Source: an optimization exercise on an open RTL-to-GDS flow (aim: a short achievable clock period and few clock cycles). Production flows keep margins and buffers that such runs may drop.
Function was checked by simulation only, so behaviour that the tests miss may differ from the original.
Power and IR drop assume default switching activity.

==> flow/design.v <==
module ks_add32(a, b, cin, s, cout);
input [31:0] a, b;
input cin;
output [31:0] s;
output cout;
wire [31:0] g [0:5];
wire [31:0] p [0:5];
wire [31:0] p0 = a ^ b;
assign g[0] = {a[31:1] & b[31:1], (a[0] & b[0]) | (p0[0] & cin)};
assign p[0] = p0;
genvar l, i;
generate
	for (l = 0; l < 5; l = l + 1) begin : lvl
		for (i = 0; i < 32; i = i + 1) begin : bt
			if (i >= (1 << l)) begin : m
				assign g[l+1][i] = g[l][i] | (p[l][i] & g[l][i - (1 << l)]);
				assign p[l+1][i] = p[l][i] & p[l][i - (1 << l)];
			end else begin : k
				assign g[l+1][i] = g[l][i];
				assign p[l+1][i] = p[l][i];
			end
		end
	end
endgenerate
assign s = p0 ^ {g[5][30:0], cin};
assign cout = g[5][31];
endmodule
module RV32I(clk,rst,imem_addr,imem_rdata,dmem_addr,dmem_wdata,dmem_size,dmem_we,dmem_rdata);
input clk,rst;
input[31:0] imem_rdata,dmem_rdata;
output[31:0] imem_addr,dmem_addr,dmem_wdata;
output[1:0] dmem_size;
output dmem_we;
reg [31:0] pc_f;
reg        v_d, t_d;    
reg        x_d;         
reg [31:0] ir_d, pc_d;
reg [31:13] hi_inc_b, hi_dec_b;    
reg [31:21] hi_inc_j, hi_dec_j;    
reg        rw_e, st_e, ld_e, br_e, jmp_e;
reg [4:0]  rd_e;
reg [2:0]  f3_e;
reg [31:0] opa_e, opb_e, sd_e, tgt_e;
reg        fs_e;
reg        s_add, s_sub, s_sll, s_slt, s_sltu, s_xor, s_srl, s_or, s_and;
reg        rw_m, ld_m, we_m;
reg [4:0]  rd_m;
reg        lb_m, lh_m;    
reg [1:0]  size_m;
reg [31:0] res_m, sd_m;
reg        rw_w;
reg [4:0]  rd_w;
reg [31:0] res_w;
reg [31:0] rf [1:31];
wire [6:0] op  = ir_d[6:0];
wire [2:0] f3  = ir_d[14:12];
wire [4:0] rs1 = ir_d[19:15];
wire [4:0] rs2 = ir_d[24:20];
wire [4:0] rd  = ir_d[11:7];
wire is_r   = op == 7'b0110011;
wire is_i   = op == 7'b0010011;
wire is_ld  = op == 7'b0000011;
wire is_st  = op == 7'b0100011;
wire is_br  = op == 7'b1100011;
wire is_jal = op == 7'b1101111;
wire is_lui = op == 7'b0110111;
wire br_same = is_br & (rs1 == rs2);
wire br_cond = is_br & ~br_same;
wire use1 = is_r | is_i | is_ld | is_st | br_cond;
wire use2 = is_r | br_cond;
wire rw_d = (is_r | is_i | is_ld | is_jal | is_lui) & (rd != 5'd0);
wire [31:0] imm_i = {{20{ir_d[31]}}, ir_d[31:20]};
wire [31:0] imm_s = {{20{ir_d[31]}}, ir_d[31:25], ir_d[11:7]};
wire [31:0] imm_b = {{19{ir_d[31]}}, ir_d[31], ir_d[7], ir_d[30:25], ir_d[11:8], 1'b0};
wire [31:0] imm_j = {{11{ir_d[31]}}, ir_d[31], ir_d[19:12], ir_d[20], ir_d[30:21], 1'b0};
wire [31:0] imm_u = {ir_d[31:12], 12'b0};
wire [13:0] lo_b = {1'b0, pc_d[12:0]} + {1'b0, imm_b[12:0]};
wire [21:0] lo_j = {1'b0, pc_d[20:0]} + {1'b0, imm_j[20:0]};
wire [31:13] hi_b = (lo_b[13] == ir_d[31]) ? pc_d[31:13] : lo_b[13] ? hi_inc_b : hi_dec_b;
wire [31:21] hi_j = (lo_j[21] == ir_d[31]) ? pc_d[31:21] : lo_j[21] ? hi_inc_j : hi_dec_j;
wire [31:0] tgt_b = {hi_b, lo_b[12:0]};
wire [31:0] tgt_j = {hi_j, lo_j[20:0]};
wire [31:0] tgt_d = is_jal ? tgt_j : tgt_b;
wire [31:0] rf1 = (rs1 == 5'd0) ? 32'd0 : rf[rs1];
wire [31:0] rf2 = (rs2 == 5'd0) ? 32'd0 : rf[rs2];
wire [31:0] rv1 = (rw_w && rd_w == rs1) ? res_w : rf1;
wire [31:0] rv2 = (rw_w && rd_w == rs2) ? res_w : rf2;
wire [31:0] res_e, ldv;
wire f1e = rw_e & (rd_e == rs1);
wire f1m = rw_m & (rd_m == rs1);
wire f2e = rw_e & (rd_e == rs2);
wire f2m = rw_m & (rd_m == rs2);
wire a_reg = ~(is_jal | is_lui);
wire b_reg = ~(is_jal | is_lui | is_st | is_i | is_ld);
wire [31:0] opa_r = is_jal ? pc_d : is_lui ? 32'd0 : rv1;
wire [31:0] opb_r = is_jal ? 32'd4 : is_lui ? imm_u : is_st ? imm_s :
                    (is_i | is_ld) ? imm_i : rv2;
wire ae = a_reg & f1e;
wire al = a_reg & ~f1e & f1m & ld_m;
wire am = a_reg & ~f1e & f1m & ~ld_m;
wire ar = ~(ae | al | am);
wire be = b_reg & f2e;
wire bl = b_reg & ~f2e & f2m & ld_m;
wire bm = b_reg & ~f2e & f2m & ~ld_m;
wire br = ~(be | bl | bm);
wire se = f2e;
wire sl = ~f2e & f2m & ld_m;
wire sm = ~f2e & f2m & ~ld_m;
wire sr = ~(se | sl | sm);
wire [31:0] opa_d = ({32{ae}} & res_e) | ({32{al}} & ldv) | ({32{am}} & res_m) | ({32{ar}} & opa_r);
wire [31:0] opb_d = ({32{be}} & res_e) | ({32{bl}} & ldv) | ({32{bm}} & res_m) | ({32{br}} & opb_r);
wire [31:0] sd_d  = ({32{se}} & res_e) | ({32{sl}} & ldv) | ({32{sm}} & res_m) | ({32{sr}} & rv2);
wire alu_rr = is_r | is_i;
wire d_add  = is_ld | is_st | is_jal | is_lui | (alu_rr & f3 == 3'd0 & ~(is_r & ir_d[30]));
wire d_sub  = is_r & f3 == 3'd0 & ir_d[30];
wire d_fs = is_st & ld_e & rw_e & (rd_e == rs2);
wire redir_e;
wire stall   = v_d & ld_e & rw_e & ((use1 & rd_e == rs1) | (use2 & rd_e == rs2));
wire jmp_d   = is_jal | br_same;
wire jfix_d  = jmp_d & (~t_d | x_d);    
wire bubble  = redir_e | stall | ~v_d;
assign imem_addr = pc_f;
wire [31:0] ins    = imem_rdata;
wire        f_jal  = ins[6:0] == 7'b1101111;
wire        take_f = f_jal | (ins[6:0] == 7'b1100011 & ins[19:15] == ins[24:20]);
wire [12:0] lo_jf  = {1'b0, pc_f[11:0]} + {1'b0, ins[20], ins[30:21], 1'b0};
wire [12:0] lo_bf  = {1'b0, pc_f[11:0]} + {1'b0, ins[7], ins[30:25], ins[11:8], 1'b0};
wire        far_f  = f_jal ? (lo_jf[12] != ins[31]) | (ins[19:12] != {8{ins[31]}})
                           : (lo_bf[12] != ins[31]);
wire [31:0] tgt_f  = {pc_f[31:12], f_jal ? lo_jf[11:0] : lo_bf[11:0]};
always @(posedge clk or posedge rst) begin
	if (rst) begin
		pc_f <= 32'd0;
		v_d  <= 1'b0;
		t_d  <= 1'b0;
		x_d  <= 1'b0;
	end else if (redir_e) begin
		pc_f <= tgt_e;
		v_d  <= 1'b0;
		t_d  <= 1'b0;
		x_d  <= 1'b0;
	end else if (!stall) begin
		pc_f <= take_f ? tgt_f : pc_f + 32'd4;
		v_d  <= 1'b1;
		t_d  <= take_f;
		x_d  <= far_f;
	end
end
always @(posedge clk) begin
	if (!stall) begin
		ir_d <= imem_rdata;
		pc_d <= pc_f;
		hi_inc_b <= pc_f[31:13] + 19'd1;
		hi_dec_b <= pc_f[31:13] - 19'd1;
		hi_inc_j <= pc_f[31:21] + 11'd1;
		hi_dec_j <= pc_f[31:21] - 11'd1;
	end
end
always @(posedge clk or posedge rst) begin
	if (rst) begin
		rw_e <= 1'b0; st_e <= 1'b0; ld_e <= 1'b0; br_e <= 1'b0; jmp_e <= 1'b0;
	end else begin
		rw_e <= ~bubble & rw_d;
		st_e <= ~bubble & is_st;
		ld_e <= ~bubble & is_ld;
		br_e <= ~bubble & br_cond;
		jmp_e <= ~bubble & jfix_d;
	end
end
always @(posedge clk) begin
	rd_e  <= rd;
	f3_e  <= f3;
	opa_e <= opa_d;
	opb_e <= opb_d;
	sd_e  <= sd_d;
	tgt_e <= tgt_d;
	fs_e  <= d_fs;
	s_add  <= d_add;
	s_sub  <= d_sub;
	s_sll  <= alu_rr & f3 == 3'd1;
	s_slt  <= alu_rr & f3 == 3'd2;
	s_sltu <= alu_rr & f3 == 3'd3;
	s_xor  <= alu_rr & f3 == 3'd4;
	s_srl  <= alu_rr & f3 == 3'd5;
	s_or   <= alu_rr & f3 == 3'd6;
	s_and  <= alu_rr & f3 == 3'd7;
end
wire [31:0] A  = opa_e;
wire [31:0] B  = opb_e;
wire        eq   = A == B;
assign redir_e = (br_e & eq) | jmp_e;
wire [31:0] sum, diff;
wire        c_sum, c_diff;
ks_add32 ADD(A, B, 1'b0, sum, c_sum);
ks_add32 SUB(A, ~B, 1'b1, diff, c_diff);
wire        lt   = (A[31] ^ B[31]) ? A[31] : ~c_diff;
wire        ltu  = c_diff & ~eq;
wire [31:0] shl  = A << B[4:0];
wire [31:0] shr  = A >> B[4:0];
assign res_e = ({32{s_add}}  & sum)  |
                    ({32{s_sub}}  & diff) |
                    ({32{s_sll}}  & shl)  |
                    ({32{s_slt}}  & {31'd0, lt})  |
                    ({32{s_sltu}} & {31'd0, ltu}) |
                    ({32{s_xor}}  & (A ^ B)) |
                    ({32{s_srl}}  & shr)  |
                    ({32{s_or}}   & (A | B)) |
                    ({32{s_and}}  & (A & B));
always @(posedge clk or posedge rst) begin
	if (rst) begin
		rw_m <= 1'b0; ld_m <= 1'b0; we_m <= 1'b0;
	end else begin
		rw_m <= rw_e;
		ld_m <= ld_e;
		we_m <= st_e;
	end
end
always @(posedge clk) begin
	rd_m  <= rd_e;
	lb_m  <= f3_e == 3'd0;
	lh_m  <= f3_e == 3'd1;
	size_m <= (f3_e == 3'd0) ? 2'd1 : (f3_e == 3'd1) ? 2'd2 : 2'd3;
	res_m <= res_e;
end
assign dmem_addr  = res_m;
assign dmem_wdata = sd_m;
assign dmem_size  = size_m;
assign dmem_we    = we_m;
assign ldv[7:0]   = dmem_rdata[7:0];
assign ldv[15:8]  = lb_m ? {8{dmem_rdata[7]}} : dmem_rdata[15:8];
assign ldv[31:16] = lb_m ? {16{dmem_rdata[7]}} : lh_m ? {16{dmem_rdata[15]}} : dmem_rdata[31:16];
wire [31:0] resm_fin = ld_m ? ldv : res_m;
always @(posedge clk) begin
	if (fs_e) sd_m <= ldv;
	else      sd_m <= sd_e;
end
always @(posedge clk or posedge rst) begin
	if (rst) rw_w <= 1'b0;
	else     rw_w <= rw_m;
end
always @(posedge clk) begin
	rd_w  <= rd_m;
	res_w <= resm_fin;
end
always @(posedge clk) begin
	if (rw_w) rf[rd_w] <= res_w;
end
endmodule
==> flow/flow/run.sh <==
#!/bin/bash
set -euo pipefail
bash standard.sh SETUP_SLACK_MARGIN=6 "BUFFER_PORTS_ARGS=-buffer_cell sky130_fd_sc_hd__buf_8" finish > make_finish.log 2>&1
==> flow/standard.sh <==
#!/bin/bash
# synth_recipe.tcl (not shown) runs the flow's synth.tcl, then flattens the netlist and writes it again
# the make line also repeats each setting of config.mk as NAME=value (left out here)
make -C /OpenROAD-flow-scripts/flow DESIGN_CONFIG=/design/flow/config.mk WORK_HOME=/design/flow/orfs CLKGATE_MAP_FILE= SYNTH_SCRIPT=/design/flow/synth_recipe.tcl "${@:-finish}"
==> flow/config.mk <==
export PLATFORM = sky130hd
export DESIGN_NAME = RV32I
export DESIGN_NICKNAME = RV32I
export VERILOG_FILES = /design/flow/design.v
export SDC_FILE = /design/flow/constraint.sdc
export NUM_CORES = 4
export LEC_CHECK = 0
export ABC_CLOCK_PERIOD_IN_PS = 2500
export CAP_MARGIN = 20
export CORE_MARGIN = 2
export CORE_UTILIZATION = 40
export SLEW_MARGIN = 20
==> flow/constraint.sdc <==
create_clock -name core_clock -period 9.0 [get_ports {clk}]
set_input_delay 1.8000 -clock core_clock [delete_from_list [all_inputs] [get_ports {clk}]]
set_output_delay 1.8000 -clock core_clock [all_outputs]
set_load 0.01 [all_outputs]
==> key figures, run 1 <==
Final layout
  – Final core utilization: 50.4%
  – Filler Cell Count: 15600
  – Area grow syn2layout: 25.4%
  – Share of cells above drive strength 1: 38.6%
  – Design Area, Final: 93200 sq um
  – Nets: 6066

Timing
  – Max_slew headroom: 24.7%
  – Max Fclk: 291 MHz
  – TNS Setup: 0 ns
  – Clock skew: 0.0356 ns
  – Setup violators final: 0
  – Fin crit share: a little under two fifths
  – Minimum clock period: 3.43 ns
  – Slew Limit Fails: 0
  – Fin. Hold Viols: 0
  – RSZ-0062 raised after global routing: yes
  – Final hold slack: 0.397 ns
  – Worst Tran Pin Value: 1.13 ns

Synthesis
  – Asr flop ratio synth: 3.09%
  – Average size of a mapped cell: 13.8 sq um
  – Synth Area in Simple Gates: 6.68%
  – Top cell type's share of synthesized area: 45.0%
  – Synth Area in Adders: 2.58%
  – Number of synthesized flops with an enable pin: 1114
  – XOR/XNOR share of the synthesized area: about 1.7%
  – Syn Nets: 5597
  – Area leader, netlist: edfxtp_1
  – Area contributors post-synth: edfxtp_1 45%, mux4_2 18%, dfxtp_1 7.2%
  – Synth warn: 2
  – Post-synthesis mux area share: 22.6%
  – Post-synthesis register bit count: 1424
  – Yosys cell types: 97
  – Post-synthesis sequential area ratio: 53.6%
  – Largest family of logic cells by synthesized area: multiplexers
  – Compound-Gate Fraction of Synth Area: 9.64%
  – Most common cell in the netlist: edfxtp_1
  – Syn Std Cell Area: 74400 sq um
  – Dominant synthesized flop cell: edfxtp_1
  – Syn Inst Count: approximately 5400
  – List of most frequent post-synthesis cells: 1114 x edfxtp_1, 604 x mux4_2, 400 x nand2_1, 315 x a21oi_1, 315 x nor2_1

GRT
  – Largest net degree at the start of global routing: 80
  – Grt total ovfl: 0
  – Initial antenna violation count: 13
  – Vias in the first global route: about 52000
  – Global-route wire length before repair: 400000 um
  – GRT Util Overall: 29.6%

Status
  – Status: complete, no violations

Die
  – Starting Density: 40.2%
  – Core area: 185000 sq um
  – DIE HEIGHT: 435 um
  – Die Width: 435 um
  – Row count: 158
  – Die area: 189000 sq um
  – Io pins: 165

Clocking
  – Clk buf depth: 3
  – CTS tree: done
  – TritonCTS Buffers: 152
  – H-tree levels: 4
  – Worst skew pair latency: 0.82 ns
  – Clock-pin slew on the worst setup and hold paths: around 0.070 ns
  – Clock sink total: 1424
  – Root buffer cell: clkbuf_16

Setup path
  – Max FO, Critical Path: 7
  – Highest-delay cell along the critical path: nor3_1
  – Critical path data required time: around 9.7 ns
  – WP data arrival: 4.12 ns
  – Flop-to-flop setup slack: 5.57 ns
  – Startpoint types: flop
  – Crit end category: flop
  – Worst-path cell chain: buf_4 -> ha_1 -> nor2_1 -> a221oi_1 -> nor3_1 -> o22ai_4 -> buf_12 -> o311a_4 -> buf_6 -> nor3_2 -> a21oi_2 -> o221a_4 -> o211ai_1
  – Crit path kind: reg -> reg
  – Max stage delay on crit path: 0.55 ns

Route
  – Final Routed Wirelength: 291000 um
  – Router iterations before antenna repair: 9
  – DR WL/cell: between 30 and 40 um
  – DRC errors left: 0
  – Initial DRC Count: about 8000
  – Final ANT Viol Nets: 0
  – Vias: 54500
  – Vias/cell: about 6.4

Place
  – Input/output buffers: 164
  – Final Wtd Congestion: ~1
  – Post-DP HPWL: 174000 um
  – Area after DPL: 80200 sq um

Run
  – Max-Cap Viols: 0

Min path
  – Hold Crit Class: reg -> reg

Power and ir drop
  – Max VDD drop: 151 uV
  – Leakage: around 0.033 uW
  – Power Density: 213 nW/um^2
  – Total power: 19900 uW
## metal layers
metal | up-vias | wire length (um) | track usage [%]
met5 | - | 10 | 0
met4 | 2 | 19900 | 16.5
met3 | 775 | 28100 | 5.17
met2 | 3395 | 135000 | 47.0
met1 | 28000 | 108000 | 38.5
li1 | 22300 | - | -
## worst paths after layout
check | start | to | cells past startpoint
max | opa_e[10] | opb_e[21] | 13
min | rd_e[3] | rd_m[3] | 0
max reg2reg | opa_e[10] | opb_e[21] | 13
min reg2reg | rd_e[3] | rd_m[3] | 0
max in group asynchronous | rst | pc_f[23] | 3
min in group asynchronous | rst | pc_f[25] | 3
## sequential cells by signal, indices dropped and copies added (netlist names), 3 cells and up, named ones only
| name | cells |
|---|---|
| f3_e | 3 |
| hi_dec_b | 18 |
| hi_dec_j | 10 |
| hi_inc_b | 19 |
| hi_inc_j | 11 |
| ir_d | 32 |
| opa_e | 32 |
| opb_e | 32 |
| pc_d | 32 |
| pc_f | 32 |
| rd_e | 5 |
| rd_m | 5 |
| rd_w | 5 |
| res_m | 32 |
| res_w | 32 |
| rf | 992 |
| sd_e | 32 |
| sd_m | 32 |
| tgt_e | 32 |
## logic make-up (layout without fill, tap and decap cells)
group / after synthesis / count (layout)
compound gates: 1088 / 1088
xor+xnor: 147 / 147
fa+ha+maj: 150 / 150
buf+inv: 567 / 1155
flops: 1424 / 1424
mux: 916 / 916
other cells: 0 / 5
simple gates: 1089 / 1092
## cells in the final DEF, fill, tap and decap left out, types with 34 or more instances in the layout
cell type  instances
nand2_1          370
clkbuf_16        171
dfxtp_4           59
mux2_2            81
mux4_2           604
dfxtp_1          130
xor2_1            85
and3_1            36
edfxtp_1        1114
o211ai_1          72
nor2_1           265
nor2_4            43
buf_6             66
nand2b_1          38
mux2i_1          188
ha_1              93
inv_1            127
buf_8            180
o21ai_1           81
nand3_1           51
o21ai_0          144
buf_4            364
a21oi_1          271
xnor2_1           55
ha_4              40
dfxtp_2           77
buf_12            36
buf_16            34
clkbuf_1          46
## power breakdown
group / leakage, uW / switching, uW / internal, uW / total, uW
Combinational: 0.0174 / 2900 / 2400 / 5290
Clock: 0.00238 / 2740 / 3570 / 6310
Sequential: 0.0131 / 617 / 7660 / 8280
## layout make-up
cell class                 count  area, sq um  share of cell area, %
sequential                  1424        40200                   43.2
multi-input combinational   3393        35600                   38.2
timing repair buffer         708         8630                   9.25
clock buffer                 212         4200                   4.50
tap                         2480         3100                   3.33
clock inverter                64          723                  0.776
inverter                     167          698                  0.749
timing repair inverter         4         35.0                 0.0376
antenna                        5         12.5                 0.0134
## metrics by stage
stage	cells	setup WS (ns)
after CTS	8292	5.58
after detailed placement	7753	3.83
after global routing	8454	5.50
final	8457	5.57
after global placement	7753	3.84
after floorplan	5381	5.32
## critical path, delay by kind of cell (launching register included)
kind | cells | cell delay, ns
flops | 1 | 0.37
simple gates | 3 | 0.79
compound gates | 6 | 1.38
buf+inv | 3 | 0.50
fa+ha+maj | 1 | 0.27
## repair_timing
action                     in CTS  in global routing
setup buffers                 226                141
gates cloned                   37                 19
hold buffers                    0                  0
pin swaps                     121                135
setup endpoints to repair     486                341
gates resized for setup       648                316
Testbench counts, summed over its fixed seeds: cycles 26,042.
==> run 2: changes to the inputs <==
--- a/flow/config.mk
+++ b/flow/config.mk
@@ -9,4 +9,4 @@
 export CAP_MARGIN = 20
 export CORE_MARGIN = 2
-export CORE_UTILIZATION = 40
+export CORE_UTILIZATION = 65
 export SLEW_MARGIN = 20
==> run 2 against run 1 <==
Effect of this change:
- critical path depth shrank 6
- sequential share of layout area down 0.12 points
- count of clock-buffer cells in the layout shrank 25
- hold slack worse by 0.025 ns
- still clean
- register-to-register slack worse by 0.33 ns
- area after synthesis did not move
- non-clock buffer count grew 81
- clock power is 3% higher
- power grew 3.3%
==> key figures, run 2 <==
Status
  – Status: complete, no violations

Timing
  – RSZ-0062 raised after global routing: yes
  – Worst Tran Pin Value: 1.36 ns (+0.233 ns)
  – Fin crit share: 41.9% (+3.7 points)
  – Final hold slack: 0.372 ns (-0.0254 ns)
  – TNS Setup: 0 ns (unchanged)
  – Final Worst Setup Slack: 5.23 ns (-0.334 ns)
  – Clock skew: 0.0904 ns (+0.0548 ns)
  – Fin. Hold Viols: 0 (unchanged)
  – Minimum clock period: 3.77 ns (+0.334 ns)
  – Slew Limit Fails: 0 (unchanged)
  – Max_slew headroom: 8.64% (-16 points)
  – Max Fclk: 265 MHz (-8.9%)
  – Setup violators final: 0 (unchanged)

Route
  – Vias: 63000 (+16%)
  – Initial DRC Count: 13500 (+69%)
  – Final Routed Wirelength: 329000 um (+13%)
  – Final ANT Viol Nets: 0 (unchanged)
  – DRC errors left: 0 (unchanged)
  – DR WL/cell: 43.5 um (+26%)
  – Vias/cell: 8.32 (+29%)
  – Router iterations before antenna repair: 15 (+6)

Setup path
  – Flop-to-flop setup slack: 5.23 ns (-0.33 ns)
  – Startpoint types: flop
  – Crit end category: flop
  – WP data arrival: 4.38 ns (+0.26 ns)
  – Crit path kind: reg -> reg
  – Worst reg2reg path depth: 7 (-6)
  – Critical path data required time: 9.61 ns (-0.08 ns)
  – Max FO, Critical Path: 6 (-1)

Power and ir drop
  – Power Density: 220 nW/um^2 (+3.0%)
  – Comb power frac: 27.8% (+1.2 points)
  – Max VDD drop: 218 uV (+44%)
  – Clk pwr share: 31.6% (about the same)
  – Leakage: 0.0335 uW (+2.0%)
  – Pint: 13800 uW (+0.96%)
  – Reg power frac: 40.7% (-0.9 points)
  – Switching portion of total power: 33.0% (+1.6 points)
  – P_sw: 6780 uW (+8.5%)

Synthesis
  – Top cell type's share of synthesized area: 45.0% (unchanged)
  – List of most frequent post-synthesis cells: 1114 x edfxtp_1, 604 x mux4_2, 400 x nand2_1, 315 x a21oi_1, 315 x nor2_1
  – Dominant synthesized flop cell: edfxtp_1
  – Syn Inst Count: 5381 (unchanged)
  – Area leader, netlist: edfxtp_1
  – Post-synthesis sequential area ratio: 53.6% (unchanged)
  – Syn Std Cell Area: 74400 sq um (unchanged)
  – Area contributors post-synth: edfxtp_1 45%, mux4_2 18%, dfxtp_1 7.2%
  – Most common cell in the netlist: edfxtp_1
  – Average size of a mapped cell: 13.8 sq um (unchanged)
  – Asr flop ratio synth: 3.09% (unchanged)
  – Yosys cell types: 97 (unchanged)
  – Syn Nets: 5597 (unchanged)
  – Synth warn: 2 (unchanged)
  – Post-synthesis register bit count: 1424 (unchanged)
  – Number of synthesized flops with an enable pin: 1114 (unchanged)

Die
  – Row count: 124 (-22%)
  – Core area: 114000 sq um (-38%)
  – Die area: 117000 sq um (-38%)
  – Starting Density: 65.3% (+25 points)
  – DIE HEIGHT: 342 um (-21%)
  – Die Width: 342 um (-21%)
  – Io pins: 165 (unchanged)

Final layout
  – Final core utilization: 82.1% (+32 points)
  – Commonest cells after routing, fill and taps aside: 1114 x edfxtp_1, 604 x mux4_2, 411 x buf_4
  – Area grow syn2layout: 25.7%
  – Share of cells above drive strength 1: 40.3% (+1.7 points)
  – Largest register FFs: 992 (unchanged)
  – Finished Layout Cells: 7565 (-11%)
  – Nets: 6144 (+1.3%)
  – Top reg by flops: rf
  – Most common cell after layout, fill and taps aside: edfxtp_1

GRT
  – Largest net degree at the start of global routing: 71 (-11%)
  – Initial antenna violation count: 24 (+11)
  – Grt total ovfl: 0 (unchanged)
  – GRT Util Overall: 52.6% (+23 points)
  – Global-route wire length before repair: 430000 um (+7.3%)
  – Vias in the first global route: 58400 (+11%)

Min path
  – Hold path start: st_e
  – Hold path depth: 0 (unchanged)
  – Hold Crit Class: reg -> reg

Clocking
  – Hold Buf Count CTS: 0 (unchanged)
  – Clk buf depth: 3 (unchanged)
  – H-tree levels: 4 (unchanged)
  – Worst skew pair latency: 0.85 ns (+0.03 ns)
  – Clock sink total: 1424 (unchanged)
  – CTS tree: done
  – Root buffer cell: clkbuf_16
  – TritonCTS Buffers: 146 (-3.9%)
  – Clock-pin slew on the worst setup and hold paths: 0.07 ns (about the same)

Place
  – Input/output buffers: 164 (unchanged)
  – Post-DP HPWL: 168000 um (-3.6%)
  – Place WS: 3.99 ns (+0.157 ns)
  – Final Wtd Congestion: 1.05 (+4.7%)
  – Placed Cells: 6770 (-13%)

Run
  – Max-Cap Viols: 0 (unchanged)
[run 2: cell types whose count changed in the layout (fill, tap and decap cells not counted), moves of 8 or more]
cell,change
buf_4,+47
a21oi_1,-20
buf_12,+20
clkbuf_1,-16
o21ai_2,+16
o21ai_1,-15
a21oi_2,+13
buf_16,+12
nand2_4,+9
dfxtp_2,+8
nand2_1,-8
[run 2: stage by stage]
step / instance area, sq um / total power, uW
2_1_floorplan: 75200 / 10700
3_5_place_dp: 78900 / 12300
6_report: 93500 / 20500
5_1_grt: 93500 / 20800
4_1_cts: 89800 / 19400
3_3_place_gp: 78900 / 12200
[run 2: cell families (layout without fill, tap and decap cells)]
kind of cell               after synthesis  after routing  synth area share, %
buffers and inverters                  567           1223                 3.10
muxes                                  916            916                 22.6
xor gates and xnor gates               147            147                 1.73
and+or+nand+nor                       1089           1094                 6.68
AOI/OAI and AO/OA                     1088           1088                 9.64
other                                    0             11                    0
DFF                                   1424           1424                 53.6
adders and majority gates              150            150                 2.58
[run 2: final timing paths]
check,endpoint
max,opa_e[23]
min,we_m
max reg2reg,opa_e[23]
min reg2reg,we_m
max in group asynchronous,ld_m
min in group asynchronous,pc_f[31]
[run 2: layout make-up]
class / count / area [sq um]
Timing Repair Buffer: 789 / 9770
Inverter: 167 / 703
Clock buffer: 187 / 3930
Tap cell: 1512 / 1890
Fill cell: 5651 / 20400
Multi-Input combinational cell: 3395 / 35900
Timing Repair inverter: 5 / 48.8
Antenna cell: 11 / 27.5
Sequential cell: 1424 / 40200
Clock inverter: 75 / 946
[run 2: critical path, stage by stage (launching register included)]
cell and delay [ns]:
dfxtp_4 0.39, buf_12 0.16, bufbuf_16 0.28, mux4_2 0.49, mux4_2 0.52, mux2_2 0.39
a222oi_1 1.04, o221ai_1 0.30
[run 2: repair_timing]
| action | 4_1_cts | 5_1_grt |
|---|---|---|
| buffers inserted | 239 | 213 |
| pin swaps | 109 | 175 |
| resized for setup | 679 | 347 |
| setup endpoints to repair | 407 | 488 |
| gates cloned | 49 | 21 |
[run 2: power by group through the flow]
stage | logic [uW] | clock network, uW | registers [uW]
6_report | 5710 | 6480 | 8350
5_1_grt | 5820 | 6610 | 8340
4_1_cts | 4820 | 6260 | 8270
3_5_place_dp | 3780 | 0 | 8490
3_3_place_gp | 3750 | 0 | 8480
2_1_floorplan | 2560 | 0 | 8100
[run 2: metal layers]
layer / GRT usage [%] / vias to the layer above / share of wire, %
met5: 0.858 / - / 0.15
met4: 40.1 / 36 / 12
met3: 24.9 / 2664 / 18
met2: 75.9 / 7835 / 42
met1: 61.0 / 30000 / 29
li1: - / 22400 / -
==> run 3: changes to the inputs <==
--- a/flow/design.v
+++ b/flow/design.v
@@ -25,4 +25,22 @@
 assign s = p0 ^ {g[5][30:0], cin};
 assign cout = g[5][31];
+endmodule
+module alu_pick(sel, sum, diff, shl, lt, ltu, x, shr, o, n, s1, v1, s2, v2, s3, v3, y);
+input [8:0] sel;
+input [31:0] sum, diff, shl, x, shr, o, n;
+input lt, ltu;
+input s1, s2, s3;
+input [31:0] v1, v2, v3;
+output [31:0] y;
+assign y = ({32{sel[0]}} & sum)  |
+           ({32{sel[1]}} & diff) |
+           ({32{sel[2]}} & shl)  |
+           ({32{sel[3]}} & {31'd0, lt})  |
+           ({32{sel[4]}} & {31'd0, ltu}) |
+           ({32{sel[5]}} & x)    |
+           ({32{sel[6]}} & shr)  |
+           ({32{sel[7]}} & o)    |
+           ({32{sel[8]}} & n)    |
+           ({32{s1}} & v1) | ({32{s2}} & v2) | ({32{s3}} & v3);
 endmodule
 module RV32I(clk,rst,imem_addr,imem_rdata,dmem_addr,dmem_wdata,dmem_size,dmem_we,dmem_rdata);
@@ -81,5 +99,5 @@
 wire [31:0] tgt_b = {hi_b, lo_b[12:0]};
 wire [31:0] tgt_j = {hi_j, lo_j[20:0]};
-wire [31:0] tgt_d = is_jal ? tgt_j : tgt_b;
+wire [31:0] tgt_d = ({32{is_jal}} & tgt_j) | ({32{~is_jal}} & tgt_b);
 wire [31:0] rf1 = (rs1 == 5'd0) ? 32'd0 : rf[rs1];
 wire [31:0] rf2 = (rs2 == 5'd0) ? 32'd0 : rf[rs2];
@@ -108,7 +126,11 @@
 wire sm = ~f2e & f2m & ~ld_m;
 wire sr = ~(se | sl | sm);
-wire [31:0] opa_d = ({32{ae}} & res_e) | ({32{al}} & ldv) | ({32{am}} & res_m) | ({32{ar}} & opa_r);
-wire [31:0] opb_d = ({32{be}} & res_e) | ({32{bl}} & ldv) | ({32{bm}} & res_m) | ({32{br}} & opb_r);
-wire [31:0] sd_d  = ({32{se}} & res_e) | ({32{sl}} & ldv) | ({32{sm}} & res_m) | ({32{sr}} & rv2);
+wire [8:0]  s_vec;
+wire [31:0] sum, diff, shl, shr, u_x, u_o, u_n;
+wire        lt, ltu;
+wire [31:0] opa_d, opb_d, sd_d;
+alu_pick PA({9{ae}} & s_vec, sum, diff, shl, lt, ltu, u_x, shr, u_o, u_n, al, ldv, am, res_m, ar, opa_r, opa_d);
+alu_pick PB({9{be}} & s_vec, sum, diff, shl, lt, ltu, u_x, shr, u_o, u_n, bl, ldv, bm, res_m, br, opb_r, opb_d);
+alu_pick PS({9{se}} & s_vec, sum, diff, shl, lt, ltu, u_x, shr, u_o, u_n, sl, ldv, sm, res_m, sr, rv2, sd_d);
 wire alu_rr = is_r | is_i;
 wire d_add  = is_ld | is_st | is_jal | is_lui | (alu_rr & f3 == 3'd0 & ~(is_r & ir_d[30]));
@@ -128,5 +150,7 @@
 wire        far_f  = f_jal ? (lo_jf[12] != ins[31]) | (ins[19:12] != {8{ins[31]}})
                            : (lo_bf[12] != ins[31]);
-wire [31:0] tgt_f  = {pc_f[31:12], f_jal ? lo_jf[11:0] : lo_bf[11:0]};
+wire [31:0] tgt_f  = {pc_f[31:12], ({12{f_jal}} & lo_jf[11:0]) | ({12{~f_jal}} & lo_bf[11:0])};
+wire [31:0] pc4_f  = pc_f + 32'd4;
+wire [31:0] npc_f  = ({32{take_f}} & tgt_f) | ({32{~take_f}} & pc4_f);
 always @(posedge clk or posedge rst) begin
 	if (rst) begin
@@ -141,5 +165,5 @@
 		x_d  <= 1'b0;
 	end else if (!stall) begin
-		pc_f <= take_f ? tgt_f : pc_f + 32'd4;
+		pc_f <= npc_f;
 		v_d  <= 1'b1;
 		t_d  <= take_f;
@@ -190,21 +214,16 @@
 wire        eq   = A == B;
 assign redir_e = (br_e & eq) | jmp_e;
-wire [31:0] sum, diff;
 wire        c_sum, c_diff;
 ks_add32 ADD(A, B, 1'b0, sum, c_sum);
 ks_add32 SUB(A, ~B, 1'b1, diff, c_diff);
-wire        lt   = (A[31] ^ B[31]) ? A[31] : ~c_diff;
-wire        ltu  = c_diff & ~eq;
-wire [31:0] shl  = A << B[4:0];
-wire [31:0] shr  = A >> B[4:0];
-assign res_e = ({32{s_add}}  & sum)  |
-                    ({32{s_sub}}  & diff) |
-                    ({32{s_sll}}  & shl)  |
-                    ({32{s_slt}}  & {31'd0, lt})  |
-                    ({32{s_sltu}} & {31'd0, ltu}) |
-                    ({32{s_xor}}  & (A ^ B)) |
-                    ({32{s_srl}}  & shr)  |
-                    ({32{s_or}}   & (A | B)) |
-                    ({32{s_and}}  & (A & B));
+assign lt   = (A[31] ^ B[31]) ? A[31] : ~c_diff;
+assign ltu  = c_diff & ~eq;
+assign shl  = A << B[4:0];
+assign shr  = A >> B[4:0];
+assign u_x  = A ^ B;
+assign u_o  = A | B;
+assign u_n  = A & B;
+assign s_vec = {s_and, s_or, s_srl, s_xor, s_sltu, s_slt, s_sll, s_sub, s_add};
+alu_pick PR(s_vec, sum, diff, shl, lt, ltu, u_x, shr, u_o, u_n, 1'b0, 32'd0, 1'b0, 32'd0, 1'b0, 32'd0, res_e);
 always @(posedge clk or posedge rst) begin
 	if (rst) begin
--- a/flow/config.mk
+++ b/flow/config.mk
@@ -9,4 +9,4 @@
 export CAP_MARGIN = 20
 export CORE_MARGIN = 2
-export CORE_UTILIZATION = 65
+export CORE_UTILIZATION = 40
 export SLEW_MARGIN = 20
==> run 3 against run 2 <==
Effect of this change:
- power decreased by 1.3%
- cell count increased by 16%
- sequential cell count unchanged
- critical path depth increased by 2
- clock skew decreased by 0.041 ns
- via count decreased by 8.3%
==> key figures, run 3 <==
Status
  – Status: complete, no violations

GRT
  – Vias in the first global route: 55600 (-4.8%)
  – Grt total ovfl: 0 (unchanged)
  – GRT Util Overall: 31.8% (-21 points)
  – Initial antenna violation count: 18 (-25%)
  – Global-route wire length before repair: 430000 um (about the same)
  – Largest net degree at the start of global routing: 83 (+17%)

Timing
  – Fin crit share: 38.2% (-3.7 points)
  – Max_slew headroom: 24.6% (+16 points)
  – Fin. Hold Viols: 0 (unchanged)
  – RSZ-0062 raised after global routing: yes
  – Minimum clock period: 3.44 ns (-0.329 ns)
  – Slew Limit Fails: 0 (unchanged)
  – Setup violators final: 0 (unchanged)
  – Final Worst Setup Slack: 5.56 ns (+0.329 ns)
  – Clock skew: 0.0491 ns (-0.0412 ns)
  – Worst Tran Pin Value: 1.13 ns (-0.230 ns)
  – TNS Setup: 0 ns (unchanged)
  – Max Fclk: 291 MHz (+9.6%)

Final layout
  – Area grow syn2layout: 30.4%
  – Top reg by flops: rf
  – Commonest cells after routing, fill and taps aside: 1114 x edfxtp_1, 599 x mux4_2, 476 x buf_4
  – Final core utilization: 52.7% (-29 points)
  – Finished Layout Cells: 8757 (+16%)
  – Design Area, Final: 97800 sq um (+4.6%)
  – Nets: 6359 (+3.5%)
  – Largest register FFs: 992 (unchanged)
  – Most common cell after layout, fill and taps aside: edfxtp_1
  – Share of cells above drive strength 1: 42.5% (+2.2 points)

Synthesis
  – Area contributors post-synth: edfxtp_1 45%, mux4_2 18%, dfxtp_1 7.1%
  – Top cell type's share of synthesized area: 44.6% (-0.39 points)
  – Synth warn: 2 (unchanged)
  – Area leader, netlist: edfxtp_1
  – List of most frequent post-synthesis cells: 1114 x edfxtp_1, 598 x mux4_2, 351 x nor2_1, 344 x nand2_1, 343 x a21oi_1
  – Syn Nets: 5693 (+1.7%)
  – Post-synthesis register bit count: 1424 (unchanged)
  – Post-synthesis sequential area ratio: 53.2% (-0.46 points)
  – Dominant synthesized flop cell: edfxtp_1
  – Asr flop ratio synth: 3.09% (unchanged)
  – Yosys cell types: 97 (unchanged)
  – Syn Inst Count: 5476 (+1.8%)
  – Average size of a mapped cell: 13.7 sq um (-0.88%)
  – Number of synthesized flops with an enable pin: 1114 (unchanged)
  – Most common cell in the netlist: edfxtp_1
  – Syn Std Cell Area: 75000 sq um (+0.87%)

Setup path
  – Cell repeated most along the worst path: buf_12
  – WP data arrival: 4.06 ns (-0.32 ns)
  – Highest-delay cell along the critical path: a222oi_1
  – Critical path data required time: 9.62 ns (about the same)
  – Crit-path leading delay family: multiplexers
  – Worst-path cell chain: buf_12 -> buf_12 -> buf_16 -> buf_12 -> mux4_2 -> mux4_2 -> mux2_4 -> a222oi_1 -> o221ai_1
  – Max FO, Critical Path: 10 (+4)
  – Worst Path Buf+Inv: 4 (+2)
  – Startpoint types: flop
  – Crit end category: flop
  – Crit path kind: reg -> reg
  – Max stage delay on crit path: 0.76 ns (-0.28 ns)

Die
  – Die Width: 437 um (+28%)
  – Row count: 158 (+27%)
  – Starting Density: 40.4% (-25 points)
  – Io pins: 165 (unchanged)
  – Core area: 186000 sq um (+63%)
  – DIE HEIGHT: 437 um (+28%)
  – Die area: 191000 sq um (+63%)

Route
  – Final ANT Viol Nets: 0 (unchanged)
  – Vias/cell: 6.59 (-21%)
  – Initial DRC Count: 8355 (-38%)
  – DRC errors left: 0 (unchanged)
  – Metal3 WL: 35000 um (-41%)
  – Met1 WL: 110000 um (+17%)
  – Vias: 57700 (-8.3%)
  – Met2 routed WL: 144000 um (+4.6%)
  – Router iterations before antenna repair: 9 (-6)
  – Final Routed Wirelength: 314000 um (-4.5%)
  – Uppermost layer routed: met5
  – DR WL/cell: 35.9 um (-17%)

Place
  – Post-DP HPWL: 184000 um (+9.7%)
  – Final Wtd Congestion: 1.06 (+1.3%)
  – Input/output buffers: 164 (unchanged)
  – Placed Cells: 7835 (+16%)
  – Area after DPL: 80700 sq um (+2.2%)
  – Place WS: 3.89 ns (-0.0948 ns)

Clocking
  – Clock sink total: 1424 (unchanged)
  – Clock-pin slew on the worst setup and hold paths: 0.06 ns (about the same)
  – TritonCTS Buffers: 157 (+7.5%)
  – Clk buf depth: 3 (unchanged)
  – Root buffer cell: clkbuf_16
  – Worst skew pair latency: 0.83 ns (-0.02 ns)
  – H-tree levels: 4 (unchanged)
  – CTS tree: done
  – Hold Buf Count CTS: 0 (unchanged)

Run
  – Max-Cap Viols: 0 (unchanged)

Power and ir drop
  – Comb power frac: 29.3% (+1.5 points)
  – Clk pwr share: 32.0% (+0.4 points)
  – Pint: 13900 uW (+0.67%)
  – Power Density: 207 nW/um^2 (-5.6%)
  – P_sw: 6430 uW (-5.2%)
  – Leakage: 0.0349 uW (+4.1%)
  – Max VDD drop: 190 uV (-13%)
  – Switching portion of total power: 31.7% (-1.3 points)
  – Reg power frac: 38.7% (-2.0 points)

Min path
  – Hold Crit Class: reg -> reg
-- run 3: cell types whose count changed in the layout (fill, tap and decap cells not counted), moves of 23 or more --
cell,before,now
nand2_1,362,315
xor2_1,85,56
mux2i_1,185,159
buf_12,56,79
buf_4,411,476
nor2_1,259,284
xnor2_1,56,104
mux2_2,78,101
-- run 3: layout make-up --
| cell class | count | area, sq um |
|---|---|---|
| clock inverter | 78 | 843 |
| inverter | 161 | 712 |
| fill | 15200 | 88000 |
| tap | 2480 | 3100 |
| timing repair inverter | 3 | 28.8 |
| multi-input combinational | 3473 | 37100 |
| antenna | 6 | 15.0 |
| timing repair buffer | 922 | 11500 |
| clock buffer | 210 | 4280 |
| sequential | 1424 | 40200 |
-- run 3: worst register-to-register path: stages (launching register included) --
cell and delay [ns]:
dfxtp_4 0.38, buf_12 0.12, buf_12 0.14, buf_16 0.12, buf_12 0.15, mux4_2 0.53
mux4_2 0.50, mux2_4 0.36, a222oi_1 0.76, o221ai_1 0.20
-- run 3: logic make-up (layout without fill, tap and decap cells) --
| kind of cell | count (synthesis) | after routing | share of synthesized area, % |
|---|---|---|---|
| DFF | 1424 | 1424 | 53.2 |
| AOI/OAI and AO/OA | 1132 | 1132 | 9.82 |
| and+or+nand+nor | 1080 | 1082 | 6.60 |
| muxes | 926 | 926 | 22.6 |
| buffers and inverters | 582 | 1374 | 3.14 |
| xor gates and xnor gates | 181 | 182 | 2.11 |
| adders and majority gates | 151 | 151 | 2.58 |
| other | 0 | 6 | 0 |
-- run 3: final timing paths --
| check | to | startpoint | depth (start not counted) | slack [ns] |
|---|---|---|---|---|
| min in group asynchronous | async pin | rst | 3 | 1.16 |
| max reg2reg | opa_e[16] | flop | 9 | 5.56 |
| max | opa_e[16] | flop | 9 | 5.56 |
| min | rd_m[2] | rd_e[2] | 0 | 0.40 |
| min reg2reg | rd_m[2] | rd_e[2] | 0 | 0.40 |
| max in group asynchronous | pc_f[7] | rst | 3 | 7.29 |
-- run 3: repair_timing --
action                                  4_1_cts  5_1_grt
endpoints found under the setup margin      615      548
gates cloned                                 61       16
setup buffers                               392      159
pin swaps                                   182      203
endpoints found under the hold margin         0        0
gates resized for setup                     913      355
-- run 3: through the flow --
step / power (uW) / hold slack [ns]
floorplan: 10400 / 0.331
global placement: 12000 / 0.384
detailed placement: 12000 / 0.386
CTS: 19600 / 0.397
global route: 20800 / 0.403
finish: 20300 / 0.399
-- run 3: metal layers --
layer,vias up,track usage [%]
met2,3914,49.7
met3,1046,8.51
met4,10,20.3
met1,29700,39.0
met5,-,0
li1,23100,-
-- run 3: power groups by stage --
stage / registers [uW] / clock network [uW] / logic, uW
2_1_floorplan: 7770 / 0 / 2670
3_3_place_gp: 8120 / 0 / 3850
3_5_place_dp: 8120 / 0 / 3860
4_1_cts: 7830 / 6540 / 5200
5_1_grt: 7850 / 6800 / 6170
6_report: 7850 / 6490 / 5950
Testbench counts of run 3, summed over its fixed seeds: cycles 26,042.
==> run 4: changes to the inputs <==
--- a/flow/design.v
+++ b/flow/design.v
@@ -25,4 +25,31 @@
 assign s = p0 ^ {g[5][30:0], cin};
 assign cout = g[5][31];
+endmodule
+module ks_addw(a, b, s, cout);
+parameter W = 12;
+parameter L = 4;    
+input [W-1:0] a, b;
+output [W-1:0] s;
+output cout;
+wire [W-1:0] g [0:L];
+wire [W-1:0] p [0:L];
+assign g[0] = a & b;
+assign p[0] = a ^ b;
+genvar l, i;
+generate
+	for (l = 0; l < L; l = l + 1) begin : lvl
+		for (i = 0; i < W; i = i + 1) begin : bt
+			if (i >= (1 << l)) begin : m
+				assign g[l+1][i] = g[l][i] | (p[l][i] & g[l][i - (1 << l)]);
+				assign p[l+1][i] = p[l][i] & p[l][i - (1 << l)];
+			end else begin : k
+				assign g[l+1][i] = g[l][i];
+				assign p[l+1][i] = p[l][i];
+			end
+		end
+	end
+endgenerate
+assign s = p[0] ^ {g[L][W-2:0], 1'b0};
+assign cout = g[L][W-1];
 endmodule
 module alu_pick(sel, sum, diff, shl, lt, ltu, x, shr, o, n, s1, v1, s2, v2, s3, v3, y);
@@ -93,6 +120,8 @@
 wire [31:0] imm_j = {{11{ir_d[31]}}, ir_d[31], ir_d[19:12], ir_d[20], ir_d[30:21], 1'b0};
 wire [31:0] imm_u = {ir_d[31:12], 12'b0};
-wire [13:0] lo_b = {1'b0, pc_d[12:0]} + {1'b0, imm_b[12:0]};
-wire [21:0] lo_j = {1'b0, pc_d[20:0]} + {1'b0, imm_j[20:0]};
+wire [13:0] lo_b;
+wire [21:0] lo_j;
+ks_addw #(13, 4) KB(pc_d[12:0], imm_b[12:0], lo_b[12:0], lo_b[13]);
+ks_addw #(21, 5) KJ(pc_d[20:0], imm_j[20:0], lo_j[20:0], lo_j[21]);
 wire [31:13] hi_b = (lo_b[13] == ir_d[31]) ? pc_d[31:13] : lo_b[13] ? hi_inc_b : hi_dec_b;
 wire [31:21] hi_j = (lo_j[21] == ir_d[31]) ? pc_d[31:21] : lo_j[21] ? hi_inc_j : hi_dec_j;
@@ -146,6 +175,7 @@
 wire        f_jal  = ins[6:0] == 7'b1101111;
 wire        take_f = f_jal | (ins[6:0] == 7'b1100011 & ins[19:15] == ins[24:20]);
-wire [12:0] lo_jf  = {1'b0, pc_f[11:0]} + {1'b0, ins[20], ins[30:21], 1'b0};
-wire [12:0] lo_bf  = {1'b0, pc_f[11:0]} + {1'b0, ins[7], ins[30:25], ins[11:8], 1'b0};
+wire [12:0] lo_jf, lo_bf;
+ks_addw #(12, 4) KJF(pc_f[11:0], {ins[20], ins[30:21], 1'b0}, lo_jf[11:0], lo_jf[12]);
+ks_addw #(12, 4) KBF(pc_f[11:0], {ins[7], ins[30:25], ins[11:8], 1'b0}, lo_bf[11:0], lo_bf[12]);
 wire        far_f  = f_jal ? (lo_jf[12] != ins[31]) | (ins[19:12] != {8{ins[31]}})
                            : (lo_bf[12] != ins[31]);
==> run 4 against run 3 <==
Effect of this change:
- wire length is 5.7% lower
- sequential cell count unchanged
- sequential share of layout area increased by 2.0 points
- combinational power fell by 16%
- count of clock-buffer cells in the layout down 14
- synthesized cell count down 1.6%
- core utilization down 2.2 points
- critical path depth up 5
- global-route usage decreased by 1.3 points
- clock skew down 0.0060 ns
- clock power is essentially flat
==> key figures, run 4 <==
Die
  – DIE HEIGHT: 435 um (-0.53%)
  – Core area: 185000 sq um (-0.53%)
  – Die Width: 435 um (-0.53%)
  – Io pins: 165 (unchanged)
  – Row count: 158 (unchanged)
  – Starting Density: 40.1% (-0.22 points)
  – Die area: 189000 sq um (-1.1%)

Synthesis
  – Syn Inst Count: 5387 (-1.6%)
  – Dominant synthesized flop cell: edfxtp_1
  – Area leader, netlist: edfxtp_1
  – Post-synthesis register bit count: 1424 (unchanged)
  – Most common cell in the netlist: edfxtp_1
  – List of most frequent post-synthesis cells: 1114 x edfxtp_1, 592 x mux4_2, 380 x nor2_1, 331 x nand2_1, 319 x a21oi_1
  – Yosys cell types: 91 (-6.2%)
  – Post-synthesis sequential area ratio: 53.7% (+0.58 points)
  – Synth warn: 5 (+3)
  – Area contributors post-synth: edfxtp_1 45%, mux4_2 18%, dfxtp_1 7.2%
  – Asr flop ratio synth: 3.09% (unchanged)
  – Syn Nets: 5604 (-1.6%)
  – Average size of a mapped cell: 13.8 sq um (+0.56%)
  – Syn Std Cell Area: 74200 sq um (-1.1%)
  – Top cell type's share of synthesized area: 45.1% (+0.49 points)
  – Number of synthesized flops with an enable pin: 1114 (unchanged)

Timing
  – Slew Limit Fails: 0 (unchanged)
  – Clock skew: 0.0432 ns (-0.00595 ns)
  – Worst Tran Pin Value: 1.17 ns (+0.0359 ns)
  – RSZ-0062 raised after global routing: yes
  – TNS Setup: 0 ns (unchanged)
  – Minimum clock period: 3.35 ns (-0.0903 ns)
  – Fin crit share: 37.2% (-1.0 points)
  – Max Fclk: 299 MHz (+2.7%)
  – Setup violators final: 0 (unchanged)
  – Fin. Hold Viols: 0 (unchanged)
  – Max_slew headroom: 22.2% (-2.4 points)

GRT
  – Global-route wire length before repair: 405000 um (-5.8%)
  – Largest net degree at the start of global routing: 56 (-33%)
  – GRT Util Overall: 30.5% (-1.3 points)
  – Initial antenna violation count: 20 (+2)
  – Grt total ovfl: 0 (unchanged)
  – Vias in the first global route: 52900 (-4.9%)

Route
  – Initial DRC Count: 7254 (-13%)
  – Vias: 55000 (-4.7%)
  – Final Routed Wirelength: 296000 um (-5.7%)
  – DR WL/cell: 34.9 um (-3.0%)
  – Final ANT Viol Nets: 0 (unchanged)
  – Vias/cell: 6.47 (-1.9%)
  – DRC errors left: 0 (unchanged)
  – Router iterations before antenna repair: 7 (-2)

Place
  – Final Wtd Congestion: 0.987 (-7.0%)
  – Post-DP HPWL: 176000 um (-4.3%)
  – Input/output buffers: 164 (unchanged)
  – Area after DPL: 79700 sq um (-1.3%)

Setup path
  – Reg-to-Reg End: opa_e[26]
  – Crit-path leading delay family: compound AO/OA/AOI/OAI gates
  – Critical path data required time: 9.64 ns (+0.02 ns)
  – Worst reg2reg path depth: 14 (+5)
  – Max stage delay on crit path: 0.52 ns (-0.24 ns)
  – Worst Path Buf+Inv: 4 (unchanged)
  – Startpoint types: flop
  – Highest-delay cell along the critical path: dfxtp_1
  – Stages on worst setup path: 14 (+5)
  – Flop-to-flop setup slack: 5.65 ns (+0.09 ns)
  – Cell repeated most along the worst path: buf_4
  – Crit path kind: reg -> reg
  – Max FO, Critical Path: 11 (+1)
  – WP data arrival: 3.99 ns (-0.07 ns)
  – R2r startpoint: opb_e[11]
  – Worst-path cell chain: inv_1 -> ha_4 -> nand4_1 -> nor2_2 -> o211ai_1 -> buf_4 -> buf_4 -> buf_4 -> a31oi_4 -> nor2_2 -> o41ai_2 -> o211ai_1 -> a21oi_4 -> o221ai_1
  – Crit end category: flop

Power and ir drop
  – Leakage: 0.0330 uW (-5.5%)
  – Total power: 19400 uW (-4.4%)
  – Max VDD drop: 151 uV (-21%)
  – Power Density: 208 nW/um^2 (+0.27%)

Final layout
  – Commonest cells after routing, fill and taps aside: 1114 x edfxtp_1, 592 x mux4_2, 373 x buf_4
  – Share of cells above drive strength 1: 37.6% (-4.9 points)
  – Area grow syn2layout: 25.7%
  – Nets: 6096 (-4.1%)
  – Largest register FFs: 992 (unchanged)
  – Most common cell after layout, fill and taps aside: edfxtp_1
  – Design Area, Final: 93300 sq um (-4.6%)
  – Top reg by flops: rf
  – Final core utilization: 50.5% (-2.2 points)

Status
  – Status: complete, no violations

Clocking
  – Clk buf depth: 3 (unchanged)
  – H-tree levels: 4 (unchanged)
  – Worst skew pair latency: 0.83 ns (about the same)
  – CTS tree: done
  – Root buffer cell: clkbuf_16
  – Clock sink total: 1424 (unchanged)
  – TritonCTS Buffers: 155 (-1.3%)
  – Clock-pin slew on the worst setup and hold paths: 0.06 ns (about the same)
  – Hold Buf Count CTS: 0 (unchanged)

Min path
  – Hold path depth: 0 (unchanged)
  – Hold Crit Class: reg -> reg
  – Hold path start: rd_e[4]
  – Hold endpoint: rd_m[4]

Run
  – Max-Cap Viols: 0 (unchanged)
run 4: changes by cell type in the layout (fill, tap and decap cells not counted), moves of 22 or more:
| cell | delta |
|---|---|
| o21ai_1 | -26 |
| buf_4 | -103 |
| o21ai_0 | +46 |
| buf_6 | -31 |
| xnor2_1 | -27 |
| or3_1 | +22 |
| nor2_1 | +42 |
| a21oi_2 | -25 |
| buf_12 | -35 |
| nand2b_1 | +23 |
| mux2i_1 | +33 |
run 4: metrics by stage:
step                worst slack (ns)  std cells  hold WS [ns]
finish                          5.65       8505         0.404
global route                    5.59       8492         0.409
CTS                             5.71       8343         0.400
detailed placement              4.19       7760         0.392
global placement                4.19       7760         0.387
floorplan                       5.46       5387         0.331
run 4: cell type report:
cell class	instances	area [sq um]
Fill cell	15400	91500
Sequential cell	1424	40200
Multi-Input combinational cell	3397	35000
Clock inverter	93	965
Tap cell	2480	3100
Timing Repair inverter	3	33.8
Clock buffer	196	4180
Timing Repair Buffer	721	8940
Antenna cell	14	35.0
Inverter	177	762
run 4: where the power goes:
part,switching [uW],internal (uW)
logic,2730,2270
registers,459,7440
clock network,2800,3700
total,5990,13400
run 4: kinds of logic (layout without fill, tap and decap cells):
logic type	Yosys count	after routing	synth area share [%]
buf+inv	572	1190	3.20
flops	1424	1424	53.7
other cells	0	14	0
mux	898	898	22.3
xor+xnor	177	177	2.09
compound gates	1075	1076	9.42
simple gates	1090	1095	6.68
fa+ha+maj	151	151	2.61
run 4: repair_timing:
item / in CTS / in global routing
resized for setup: 696 / 219
pin swaps: 116 / 132
setup endpoints to repair: 417 / 398
cloned: 42 / 16
buffers inserted: 252 / 132
run 4: worst max-delay path by stage:
stage,from,to
2_1_floorplan,imem_rdata[21],pc_f[6]
3_3_place_gp,opa_e[15],pc_f[5]
3_5_place_dp,opa_e[15],pc_f[5]
4_1_cts,flop,imem_addr[13]
5_1_grt,opa_e[0],opb_e[10]
6_report,opb_e[11],opa_e[26]
run 4: layer usage:
metal	vias to the layer above	share of wire, %	track usage [%]
li1	22300	-	-
met1	28500	37	38.6
met2	3409	47	48.7
met3	785	9.8	6.88
met4	4	6.2	16.9
met5	-	0.0078	0
Testbench counts of run 4, summed over its fixed seeds: cycles 26,042.
==> run 5: changes to the inputs <==
--- a/flow/config.mk
+++ b/flow/config.mk
@@ -9,4 +9,4 @@
 export CAP_MARGIN = 20
 export CORE_MARGIN = 2
-export CORE_UTILIZATION = 40
+export CORE_UTILIZATION = 35
 export SLEW_MARGIN = 20
==> run 5 against run 4 <==
Effect of this change:
- still clean on timing, DRC and antenna
- non-clock buffer count up 42
- synthesized cell count is the same
- critical path depth is 3 lower
- sequential power barely moved
- clock power up 0.6%
- critical endpoint is now opb_e[14]
==> key figures, run 5 <==
Synthesis
  – Syn Inst Count: 5387 (unchanged)
  – Largest family of logic cells by synthesized area: multiplexers
  – List of most frequent post-synthesis cells: 1114 x edfxtp_1, 592 x mux4_2, 380 x nor2_1, 331 x nand2_1, 319 x a21oi_1
  – Average size of a mapped cell: 13.8 sq um (unchanged)
  – Area contributors post-synth: edfxtp_1 45%, mux4_2 18%, dfxtp_1 7.2%
  – Dominant synthesized flop cell: edfxtp_1
  – Post-synthesis mux area share: 22.3% (unchanged)
  – Most common cell in the netlist: edfxtp_1
  – XOR/XNOR share of the synthesized area: 2.09% (unchanged)
  – Syn Nets: 5604 (unchanged)
  – Number of synthesized flops with an enable pin: 1114 (unchanged)
  – Yosys cell types: 91 (unchanged)
  – Compound-Gate Fraction of Synth Area: 9.42% (unchanged)
  – Syn Std Cell Area: 74200 sq um (unchanged)
  – Post-synthesis register bit count: 1424 (unchanged)
  – Area leader, netlist: edfxtp_1
  – Synth Area in Simple Gates: 6.68% (unchanged)
  – Post-synthesis sequential area ratio: 53.7% (unchanged)
  – Synth warn: 5 (unchanged)
  – Synth Area in Adders: 2.61% (unchanged)
  – Asr flop ratio synth: 3.09% (unchanged)
  – Top cell type's share of synthesized area: 45.1% (unchanged)

Die
  – DIE HEIGHT: 464 um (+6.8%)
  – Starting Density: 35.1% (-5.1 points)
  – Io pins: 165 (unchanged)
  – Row count: 169 (+7.0%)
  – Die Width: 464 um (+6.8%)
  – Core area: 211000 sq um (+14%)
  – Die area: 216000 sq um (+14%)

Timing
  – Minimum clock period: 3.54 ns (+0.194 ns)
  – Max Fclk: 282 MHz (-5.5%)
  – Clock skew: 0.0764 ns (+0.0332 ns)
  – Setup violators final: 0 (unchanged)
  – Slew Limit Fails: 0 (unchanged)
  – Worst Tran Pin Value: 1.21 ns (+0.0383 ns)
  – Max_slew headroom: 19.6% (-2.6 points)
  – RSZ-0062 raised after global routing: yes
  – Fin. Hold Viols: 0 (unchanged)
  – Fin crit share: 39.4% (+2.2 points)
  – TNS Setup: 0 ns (unchanged)

Power and ir drop
  – Power Density: 207 nW/um^2 (-0.37%)
  – Max VDD drop: 212 uV (+40%)
  – Leakage: 0.0334 uW (+1.3%)
  – Total power: 19700 uW (+1.3%)

Setup path
  – Reg-to-Reg End: opb_e[14]
  – Critical path data required time: 9.65 ns (about the same)
  – Crit path kind: reg -> reg
  – Flop-to-flop setup slack: 5.46 ns (-0.19 ns)
  – R2r startpoint: opb_e[1]
  – Max FO, Critical Path: 10 (-1)
  – WP data arrival: 4.19 ns (+0.20 ns)
  – Crit end category: flop
  – Worst reg2reg path depth: 11 (-3)
  – Startpoint types: flop

Final layout
  – Top reg by flops: rf
  – Area grow syn2layout: 27.9%
  – Commonest cells after routing, fill and taps aside: 1114 x edfxtp_1, 592 x mux4_2, 367 x buf_4
  – Largest register FFs: 992 (unchanged)
  – Filler Cell Count: 18600 (+20%)
  – Nets: 6134 (+0.62%)
  – Share of cells above drive strength 1: 38.7% (+1.1 points)
  – Most common cell after layout, fill and taps aside: edfxtp_1

GRT
  – Grt total ovfl: 0 (unchanged)
  – Initial antenna violation count: 18 (-10%)
  – Largest net degree at the start of global routing: 74 (+32%)
  – GRT Util Overall: 27.5% (-3.0 points)
  – Vias in the first global route: 53600 (+1.4%)
  – Global-route wire length before repair: 421000 um (+3.8%)

Min path
  – Hold path start: st_e
  – Hold path depth: 0 (unchanged)
  – Hold endpoint: we_m
  – Hold Crit Class: reg -> reg

Route
  – Vias/cell: 6.28 (-2.9%)
  – Vias: 55700 (+1.4%)
  – DRC errors left: 0 (unchanged)
  – Router iterations before antenna repair: 8 (+1)
  – DR WL/cell: 34.9 um (+0.15%)
  – Initial DRC Count: 7984 (+10%)
  – Final Routed Wirelength: 310000 um (+4.6%)
  – Final ANT Viol Nets: 0 (unchanged)

Clocking
  – Clk buf depth: 3 (unchanged)
  – CTS tree: done
  – Hold Buf Count CTS: 0 (unchanged)
  – Clock sink total: 1424 (unchanged)
  – TritonCTS Buffers: 155 (unchanged)
  – Worst skew pair latency: 0.85 ns (+0.02 ns)
  – Root buffer cell: clkbuf_16
  – Clock-pin slew on the worst setup and hold paths: 0.06 ns (about the same)
  – H-tree levels: 4 (unchanged)

Place
  – Input/output buffers: 164 (unchanged)
  – Final Wtd Congestion: 0.989 (+0.22%)
  – Post-DP HPWL: 184000 um (+4.4%)

Status
  – Status: complete, no violations

Run
  – Max-Cap Viols: 0 (unchanged)
## run 5: area by class of cell
type / count / area (sq um) / share of cell area [%]
Sequential cell: 1424 / 40200 / 42.4
Multi-Input combinational cell: 3393 / 35400 / 37.3
Timing Repair Buffer: 763 / 9760 / 10.3
Clock buffer: 188 / 4070 / 4.28
Tap cell: 2821 / 3530 / 3.72
Clock inverter: 101 / 1120 / 1.18
Inverter: 177 / 771 / 0.812
Timing Repair inverter: 3 / 36.3 / 0.0382
Antenna cell: 12 / 30.0 / 0.0316
## run 5: what timing repair did
action | in CTS | in global routing
resized for setup | 679 | 353
setup endpoints to repair | 490 | 283
buffers inserted | 248 | 149
gates cloned | 47 | 25
pin swaps | 104 | 195
## run 5: worst max-delay path by stage
| stage | end | slack, ns | from | cells past startpoint |
|---|---|---|---|---|
| floorplan | pc_f[6] | 5.46 | imem_rdata[21] | 9 |
| global placement | opb_e[14] | 3.83 | opb_e[3] | 11 |
| detailed placement | opb_e[14] | 4.00 | opb_e[3] | 11 |
| CTS | opb_e[14] | 5.62 | opb_e[0] | 13 |
| global route | opb_e[14] | 5.51 | opb_e[2] | 14 |
| finish | opb_e[14] | 5.46 | opb_e[1] | 11 |
## run 5: cells by family (layout without fill, tap and decap cells)
family,Yosys count,after routing
AND/OR/NAND/NOR,1090,1091
flip-flops,1424,1424
AO/OA/AOI/OAI,1075,1076
multiplexers,898,898
XOR/XNOR,177,177
other,0,12
adder cells (fa/ha/maj),151,151
buffers and inverters,572,1232
## run 5: where the power goes
part	switching (uW)	internal, uW	total [uW]
Combinational	2860	2360	5220
Clock	2890	3650	6540
Sequential	460	7440	7900
## run 5: metal layers
layer | global-route usage [%] | wire length [um] | up-vias
li1 | - | - | 22400
met1 | 34.5 | 112000 | 28700
met2 | 43.2 | 142000 | 3700
met3 | 6.10 | 32100 | 942
met4 | 17.1 | 23700 | 4
met5 | 0 | 31 | -
## run 5: critical path: stages (launching register included)
cell and delay (ns):
dfxtp_4 0.48, buf_4 0.17, buf_6 0.19, mux2i_1 0.12, mux2i_1 0.68, mux2i_1 0.21
mux2i_1 0.40, a21oi_1 0.15, o211ai_1 0.22, a211oi_4 0.07, buf_12 0.17, o211ai_1 0.49
## run 5: metrics by stage
stage	hold WS (ns)	util, %	std cells	setup WS (ns)	cell area [sq um]
6_report	0.359	44.9	8882	5.46	94900
5_1_grt	0.374	44.9	8871	5.51	94900
4_1_cts	0.360	43.3	8696	5.62	91600
3_5_place_dp	0.348	37.9	8112	4.00	80200
3_3_place_gp	0.343	37.9	8112	3.83	80200
2_1_floorplan	0.331	-	5387	5.46	74500

==> port drivers added, routing unchanged <==
Ports are ideal in the flow. The routed layouts listed here were re-timed in OpenROAD. Step 1 (the two cells are an assumption about what drives the block):
set clk [get_ports {clk}]
set_driving_cell -lib_cell sky130_fd_sc_hd__clkbuf_16 $clk
set_driving_cell -lib_cell sky130_fd_sc_hd__buf_2 [delete_from_list [all_inputs] $clk]
Step 2 also shifts input and output timing later by t, the mid clock arrival at the registers, as if the neighbouring blocks saw the same clock. a / b / c = no drivers / after step 1 / after step 2; a / b = the first two.
| run | t (ns) | setup slack, ns | worst setup path after step 2 | clock arrival spread, ns | worst slew at a driven data input, ns |
|---|---|---|---|---|---|
| run 1 | 0.896 | 5.565 / 5.565 / 4.757 | input to register | 0.056 / 0.056 | 0.07 |
| run 2 | 0.887 | 5.232 / 5.232 / 4.603 | input to register | 0.093 / 0.093 | 0.13 |
| run 3 | 0.883 | 5.561 / 5.561 / 4.883 | input to register | 0.057 / 0.057 | 0.11 |
| run 4 | 0.885 | 5.651 / 5.651 / 4.966 | input to register | 0.044 / 0.044 | 0.14 |
| run 5 | 0.898 | 5.458 / 5.458 / 4.993 | input to register | 0.086 / 0.085 | 0.10 |
After both steps setup and hold are still met in every run listed. The setup slack of run 1, which loses most, moves by 0.000 ns with the drivers and by -0.808 ns with both steps.
